What follows belongs to an exercise in optimizing a design on an open flow for small area, a short achievable clock period and few clock cycles; a production flow would make more cautious choices. At most, simulation tests tie the RTL to the original design; equivalence was not proved. Power figures rest on the tool's default switching activity, not on a simulated workload.

==> flow/design.v <==
module DIV(
  input         clock,
  input         reset,
  output        io_in_ready,
  input         io_in_valid,
  input         io_in_bits_ctrl_flow_divw,
  input         io_in_bits_ctrl_flow_div_signed,
  input         io_in_bits_ctrl_flow_flush,
  input  [31:0] io_in_bits_ctrl_data_src1,
  input  [31:0] io_in_bits_ctrl_data_src2,
  input         io_out_ready,
  output        io_out_valid,
  output [31:0] io_out_bits_result_quotient,
  output [31:0] io_out_bits_result_remainder
);
  localparam [2:0] S_LOAD = 3'd0, S_ALIGN = 3'd1, S_ITER = 3'd2,
                   S_RESTORE = 3'd3, S_DONE = 3'd4;
  function [1:0] lz2(input [1:0] v);
    lz2 = {~v[1] & ~v[0], ~v[1]};
  endfunction
  function [2:0] lz4(input [3:0] v);
    reg [1:0] h, l;
    begin
      h = lz2(v[3:2]); l = lz2(v[1:0]);
      lz4 = {h[1] & l[1], h[1], h[1] ? l[0] : h[0]};
    end
  endfunction
  function [3:0] lz8(input [7:0] v);
    reg [2:0] h, l;
    begin
      h = lz4(v[7:4]); l = lz4(v[3:0]);
      lz8 = {h[2] & l[2], h[2], h[2] ? l[1:0] : h[1:0]};
    end
  endfunction
  function [4:0] lz16(input [15:0] v);
    reg [3:0] h, l;
    begin
      h = lz8(v[15:8]); l = lz8(v[7:0]);
      lz16 = {h[3] & l[3], h[3], h[3] ? l[2:0] : h[2:0]};
    end
  endfunction
  function [5:0] lzc32(input [31:0] v);
    reg [4:0] h, l;
    begin
      h = lz16(v[31:16]); l = lz16(v[15:0]);
      lzc32 = (h[4] & l[4]) ? 6'd32 : {1'b0, h[4], h[4] ? l[3:0] : h[3:0]};
    end
  endfunction
  wire [31:0] a  = io_in_bits_ctrl_data_src1;
  wire [31:0] b  = io_in_bits_ctrl_data_src2;
  wire        sg = io_in_bits_ctrl_flow_div_signed;
  wire        go = io_in_valid & ~io_in_bits_ctrl_flow_flush;
  reg  [2:0]  state;
  reg         done;    
  reg  [32:0] X;       
  reg  [32:0] E;       
  reg  [31:0] Q;       
  reg  [4:0]  cnt;     
  reg  [5:0]  la, lb;  
  reg         lo;      
  reg         neg_a;   
  reg         neg_q;   
  wire        sa  = sg & a[31];
  wire        sb  = sg & b[31];
  wire        nq  = sa ^ sb;
  wire [31:0] ap  = sa ? {~a[30:0], 1'b1} : a;
  wire [31:0] bp  = sb ? {~b[31:1], 1'b1} : b;
  wire [5:0]  lza = lzc32(ap);
  wire [5:0]  lzb = lzc32(bp);
  wire        dz  = (b == 32'd0);
  wire [31:0] sm1 = ap  | {1'b0, ap[31:1]};
  wire [31:0] sm2 = sm1 | {2'b0, sm1[31:2]};
  wire [31:0] sm4 = sm2 | {4'b0, sm2[31:4]};
  wire [31:0] sm8 = sm4 | {8'b0, sm4[31:8]};
  wire [31:0] sma = sm8 | {16'b0, sm8[31:16]};
  wire        short = |(bp & ~sma);
  wire [31:0] qdz = (sg & ~a[31]) ? 32'd1 : 32'hffffffff;
  wire        p2  = ~|(a[30:0] & ~a[31:1]);
  wire [4:0]  s   = lb[4:0] - la[4:0] - {4'd0, lo};
  wire        lt  = lo & (la == lb);
  wire        f   = ~neg_q;
  wire [32:0] sh1 = s[0] ? {E[31:0], f}               : E;
  wire [32:0] sh2 = s[1] ? {sh1[30:0], {2{f}}}        : sh1;
  wire [32:0] sh3 = s[2] ? {sh2[28:0], {4{f}}}        : sh2;
  wire [32:0] sh4 = s[3] ? {sh3[24:0], {8{f}}}        : sh3;
  wire [32:0] Esh = s[4] ? {sh4[16:0], {16{f}}}       : sh4;
  wire        cin = ~neg_q;
  wire [33:0] T1  = {X, 1'b1} + {E, cin};
  wire [32:0] T   = T1[33:1];
  wire        tz  = &((X ^ E) ~^ {X[31:0] | E[31:0], cin});
  wire        acc = neg_a ? (T[32] | tz) : ~T[32];
  wire        stp = (state == S_ALIGN) ? neg_q : (state != S_LOAD);
  wire        xen = acc & stp;
  always @(posedge clock) begin
    if (reset) begin
      state <= S_LOAD;
      done  <= 1'b0;
    end else if (!go) begin
      state <= S_LOAD;
      done  <= 1'b0;
    end else begin
      case (state)
        S_LOAD: begin
          state <= (dz | short) ? S_DONE : S_ALIGN;
          done  <= dz | short;
        end
        S_ALIGN: begin
          state <= ((neg_q & ~acc) | lt) ? S_RESTORE : S_ITER;
          done  <= 1'b0;
        end
        S_ITER: begin
          state <= (cnt == 5'd0) ? S_DONE : S_ITER;
          done  <= (cnt == 5'd0);
        end
        S_RESTORE: begin
          state <= S_DONE;
          done  <= 1'b1;
        end
        default: begin
          state <= S_LOAD;
          done  <= 1'b0;
        end
      endcase
    end
  end
  always @(posedge clock) begin
    la <= lza;
    lb <= lzb;
    lo <= sa & ~p2;
    case (state)
      S_LOAD: begin
        X     <= {sa, a};
        E     <= {sb, b} ^ {33{~nq}};    
        Q     <= dz ? qdz : 32'd0;
        neg_a <= sa;
        neg_q <= nq;
      end
      S_ALIGN: begin
        if (xen) X <= T;
        Q   <= {32{neg_q}};
        E   <= Esh;
        cnt <= s;
      end
      S_RESTORE: begin
        Q   <= 32'd0;
        E   <= {E[32], E[32:1]};
        cnt <= cnt - 5'd1;
      end
      default: begin
        if (xen) X <= T;
        Q   <= {Q[30:0], acc ^ neg_q};
        E   <= {E[32], E[32:1]};
        cnt <= cnt - 5'd1;
      end
    endcase
  end
  assign io_in_ready = 1'b1;
  assign io_out_valid = done;
  assign io_out_bits_result_quotient = Q;
  assign io_out_bits_result_remainder = X[31:0];
endmodule
==> flow/config.mk <==
export PLATFORM = sky130hd
export DESIGN_NAME = DIV
export DESIGN_NICKNAME = DIV
export VERILOG_FILES = /design/flow/design.v
export SDC_FILE = /design/flow/constraint.sdc
export NUM_CORES = 4
export LEC_CHECK = 0
export ABC_AREA = 1
export ABC_CLOCK_PERIOD_IN_PS = 3000
export CAP_MARGIN = 0
export CORE_MARGIN = 2
export CORE_UTILIZATION = 40
export CTS_BUF_LIST = sky130_fd_sc_hd__clkbuf_8
export PLACE_DENSITY = 0.6
export SETUP_SLACK_MARGIN = 4.7
export SLEW_MARGIN = 0
==> flow/constraint.sdc <==
create_clock -name core_clock -period 8.0 [get_ports {clock}]
set_input_delay 1.6000 -clock core_clock [delete_from_list [all_inputs] [get_ports {clock}]]
set_output_delay 1.6000 -clock core_clock [all_outputs]
set_load 0.01 [all_outputs]
standard.sh (not shown) runs the stock make flow with config.mk's settings and CLKGATE_MAP_FILE= SYNTH_SCRIPT=/design/flow/synth_recipe.tcl, a recipe that flattens the netlist after the stock synthesis.
==> flow/flow/run.sh <==
#!/bin/bash
export BUFFER_PORTS_ARGS="-buffer_cell sky130_fd_sc_hd__buf_1"
bash standard.sh > standard.log 2>&1
==> next run, changes <==
--- a/flow/design.v
+++ b/flow/design.v
@@ -56,9 +56,8 @@
   reg  [32:0] E;       
   reg  [31:0] Q;       
   reg  [4:0]  cnt;     
   reg  [5:0]  la, lb;  
-  reg         lo;      
   reg         neg_a;   
   reg         neg_q;   
   wire        sa  = sg & a[31];
   wire        sb  = sg & b[31];
@@ -74,11 +73,9 @@
   wire [31:0] sm8 = sm4 | {8'b0, sm4[31:8]};
   wire [31:0] sma = sm8 | {16'b0, sm8[31:16]};
   wire        short = |(bp & ~sma);
   wire [31:0] qdz = (sg & ~a[31]) ? 32'd1 : 32'hffffffff;
-  wire        p2  = ~|(a[30:0] & ~a[31:1]);
-  wire [4:0]  s   = lb[4:0] - la[4:0] - {4'd0, lo};
-  wire        lt  = lo & (la == lb);
+  wire [4:0]  s   = lb[4:0] - la[4:0];
   wire        f   = ~neg_q;
   wire [32:0] sh1 = s[0] ? {E[31:0], f}               : E;
   wire [32:0] sh2 = s[1] ? {sh1[30:0], {2{f}}}        : sh1;
   wire [32:0] sh3 = s[2] ? {sh2[28:0], {4{f}}}        : sh2;
@@ -104,9 +101,9 @@
           state <= (dz | short) ? S_DONE : S_ALIGN;
           done  <= dz | short;
         end
         S_ALIGN: begin
-          state <= ((neg_q & ~acc) | lt) ? S_RESTORE : S_ITER;
+          state <= (neg_q & ~acc) ? S_RESTORE : S_ITER;
           done  <= 1'b0;
         end
         S_ITER: begin
           state <= (cnt == 5'd0) ? S_DONE : S_ITER;
@@ -125,9 +122,8 @@
   end
   always @(posedge clock) begin
     la <= lza;
     lb <= lzb;
-    lo <= sa & ~p2;
     case (state)
       S_LOAD: begin
         X     <= {sa, a};
         E     <= {sb, b} ^ {33{~nq}};    
Outcome:
- The new run finished clean
- count of clock-buffer cells in the layout goes up by 2
- combinational power goes down by 17%
- setup slack got worse by 0.047 ns
- final area goes down by 6.0%
- global-route usage goes up by 0.66 points
- total power goes down by about 9%
- non-clock buffer count goes down by 21
- synthesized cell count goes down by 2.3%
- sequential cell count goes down by 3
- hold slack got worse by 0.018 ns
- die area goes down by 3.5%
- first-iteration DRC count goes down by 5.8%
- clock power goes up by about 12%
- wire length goes down by about 4%
Testbench counts after the change, summed over its fixed seeds: cycles 16,908.
For the first run of this note, only the layout was checked, not whether the RTL still works.

## what the ideal ports hide
The flow's constraints put no driver on any port. The routed layouts listed below were extracted and timed again, unchanged, in two steps. Step 1 sets driving cells, clkbuf_16 on the clock port and buf_2 on the other inputs (assumed; they add their load-dependent delay and slew). Step 2 adds t to the input delays and takes it off the output delays; t is the mean of the earliest and latest rising clock arrival at the registers after step 1. Input paths then give back, and output paths get back, about the clock's delay inside the block. a / b / c = no drivers / after step 1 / after step 2; a / b = the first two.
run | t (ns) | setup WS [ns] | clock arrival spread, ns | pins driven straight from the clock port
the first run | 0.518 | 4.771 / 4.771 / 4.306 | 0.015 / 0.015 | 1
the second run | 0.512 | 4.724 / 4.724 / 4.272 | 0.021 / 0.021 | 1
After both steps setup and hold are still met in every run listed. For the first run, which loses most, drivers alone change the setup slack by 0.000 ns; drivers and shift together by -0.465 ns.
